This is an optimization exercise on Yosys and OpenROAD, whose aim is small area, a short achievable clock period and few clock cycles per item, not a production implementation. The RTL was checked by simulation tests, not by an equivalence proof against the original design. Power and IR drop assume default switching activity.

==> flow/design.v (excerpt) <==
module processor(
    input [15:0] DIN,
    input Resetn, Clock, Run,
    output reg Done,
    output [15:0] BusWires
    );
Size: ~130 flip-flops, ~36 I/O pins.
export LEC_CHECK = 0
export CAP_MARGIN = 5
export CORE_MARGIN = 2
export CORE_UTILIZATION = 40
export PLACE_DENSITY = 0.7
export SETUP_SLACK_MARGIN = 4
export SLEW_MARGIN = 5
export SYNTH_HIERARCHICAL = 1
create_clock -name core_clock -period 10.0 [get_ports {Clock}]
standard.sh (not shown) runs the stock make flow with config.mk's settings and CLKGATE_MAP_FILE= SYNTH_SCRIPT=/design/flow/synth_recipe.tcl, a recipe that flattens the netlist after the stock synthesis.
==> flow/flow/run.sh <==
#!/bin/bash
# Standard ORFS layout with these changes:
#  - port buffers are plain buffers (sky130_fd_sc_hd__buf_2), not delay buffers;
#  - clock tree from clkbuf_8 only, without dummy balancing loads;
#  - setup repair limited to the moves: unbuffer,sizeup,swap
set -euo pipefail
bash standard.sh \
  BUFFER_PORTS_ARGS="-buffer_cell sky130_fd_sc_hd__buf_2" \
  CTS_ARGS="-sink_clustering_enable -repair_clock_nets -dont_use_dummy_load -buf_list sky130_fd_sc_hd__clkbuf_8" \
  SETUP_MOVE_SEQUENCE="unbuffer,sizeup,swap" \
  finish > orfs_make.log 2>&1
Testbench counts at the start, summed over its fixed seeds: cycles 9,996, items 8,000.
Change:
--- a/flow/flow/run.sh
+++ b/flow/flow/run.sh
@@ -5 +5 @@
-#  - setup repair limited to the moves: unbuffer,sizeup,swap
+#  - setup repair limited to the moves: unbuffer,sizeup,swap,clone
@@ -10 +10 @@
-  SETUP_MOVE_SEQUENCE="unbuffer,sizeup,swap" \
+  SETUP_MOVE_SEQUENCE="unbuffer,sizeup,swap,clone" \
PLACE_DENSITY = unset   (was 0.7)
Outcome: The changed run completed with no timing, DRC or antenna violations; final area increases by a few percent; power increases by a few percent; routed wire length increases by roughly a tenth.
Change:
==> flow/flow/run.sh (replaced) <==
#!/bin/bash
# Standard ORFS layout with these changes:
#  - port buffers are plain buffers (sky130_fd_sc_hd__buf_1), not delay buffers;
#  - clock tree from clkbuf_8 only, without dummy balancing loads;
#  - setup repair limited to the moves: unbuffer,sizeup,swap
set -euo pipefail
bash standard.sh \
  BUFFER_PORTS_ARGS="-buffer_cell sky130_fd_sc_hd__buf_1" \
  CTS_ARGS="-sink_clustering_enable -repair_clock_nets -dont_use_dummy_load -buf_list sky130_fd_sc_hd__clkbuf_8" \
  SETUP_MOVE_SEQUENCE="unbuffer,sizeup,swap" \
  finish > orfs_make.log 2>&1
CAP_MARGIN = 20   (was 5)
CORE_UTILIZATION = 55   (was 40)
SETUP_SLACK_MARGIN = 5   (was 4)
SLEW_MARGIN = 20   (was 5)
Result:
- routed wire length fell by 10%
- power fell by 0.91%
- combinational power fell by about 2%
- core utilization rose by 17 points
- non-clock buffer count fell by 4
Change:
==> flow/flow/run.sh (replaced) <==
#!/bin/bash
# Standard ORFS layout with these changes:
#  - port buffers are plain buffers (sky130_fd_sc_hd__buf_2), not delay buffers;
#  - clock tree from clkbuf_8 only, without dummy balancing loads;
#  - setup repair limited to the moves: unbuffer,sizeup,swap,buffer
set -euo pipefail
bash standard.sh \
  BUFFER_PORTS_ARGS="-buffer_cell sky130_fd_sc_hd__buf_2" \
  CTS_ARGS="-sink_clustering_enable -repair_clock_nets -dont_use_dummy_load -buf_list sky130_fd_sc_hd__clkbuf_8" \
  SETUP_MOVE_SEQUENCE="unbuffer,sizeup,swap,buffer" \
  finish > orfs_make.log 2>&1
CORE_UTILIZATION = 40   (was 55)
Outcome:
- wire length is higher by 17%
- final cell count is higher by 21%
- worst setup slack improves by 0.15 ns
- total power is higher by 11%
- worst hold slack improves by 0.0072 ns
- fmax is higher by 2.2%
- first-iteration DRC count is higher by 7.5%
- utilization is lower by 10 points
- design area is higher by 16%
- count of clock-buffer cells in the layout stays the same
Change:
--- a/flow/flow/run.sh
+++ b/flow/flow/run.sh
@@ -5 +5 @@
-#  - setup repair limited to the moves: unbuffer,sizeup,swap,buffer
+#  - setup repair limited to the moves: unbuffer,sizeup,swap
@@ -10 +10 @@
-  SETUP_MOVE_SEQUENCE="unbuffer,sizeup,swap,buffer" \
+  SETUP_MOVE_SEQUENCE="unbuffer,sizeup,swap" \
CORE_UTILIZATION = 55   (was 40)
The changed run produced a clean layout.
Cell count shrinks by 17%.
Wire length shrinks by 13%.
Sequential share of layout area grows by 7.2 points.
First-iteration DRC count shrinks by 14%.
Change:
--- a/flow/flow/run.sh
+++ b/flow/flow/run.sh
@@ -3 +3 @@
-#  - port buffers are plain buffers (sky130_fd_sc_hd__buf_2), not delay buffers;
+#  - port buffers are plain buffers (sky130_fd_sc_hd__buf_1), not delay buffers;
@@ -8 +8 @@
-  BUFFER_PORTS_ARGS="-buffer_cell sky130_fd_sc_hd__buf_2" \
+  BUFFER_PORTS_ARGS="-buffer_cell sky130_fd_sc_hd__buf_1" \
CORE_UTILIZATION = 40   (was 55)
SETUP_SLACK_MARGIN = 4   (was 5)
Effect:
- non-clock buffer count shrinks by 3
- first-iteration DRC count grows by 9.8%
- routed wire length shrinks by 1.6%
- clock power hardly moves

afterwards: timing with drivers on the ports:
Ports are ideal in the flow. The routed layouts listed here were re-timed in OpenROAD. Step 1: set_driving_cell puts a clkbuf_16 on Clock and a buf_2 on each other input, an assumption about the parent block. Step 2 times the ports against the registers' clock, not the clock port: input delays grow and output delays shrink by t, the midpoint of the rising clock arrivals with the driver on. Three values: ideal ports, drivers, drivers and shift; two values: the first two.
| run | t (ns) | slack for setup (ns) | hold WS [ns] | latest minus earliest clock arrival (ns) |
|---|---|---|---|---|
| the first run | 0.481 | 3.122 / 3.074 / 3.074 | 0.488 / 0.488 / 0.488 | 0.028 / 0.029 |
| the second run | 0.487 | 3.120 / 3.051 / 3.051 | 0.485 / 0.485 / 0.485 | 0.030 / 0.030 |
| the third run | 0.477 | 3.095 / 3.027 / 3.027 | 0.493 / 0.493 / 0.493 | 0.022 / 0.021 |
| the fourth run | 0.478 | 3.242 / 3.179 / 3.179 | 0.500 / 0.500 / 0.500 | 0.039 / 0.039 |
| the fifth run | 0.472 | 3.044 / 2.997 / 2.997 | 0.490 / 0.490 / 0.490 | 0.019 / 0.019 |
| the sixth run | 0.473 | 3.092 / 3.046 / 3.046 | 0.488 / 0.488 / 0.488 | 0.031 / 0.031 |
After both steps setup and hold are still met in every run listed. For the second run, which loses most, drivers alone change the setup slack by -0.069 ns; drivers and shift together by -0.069 ns.
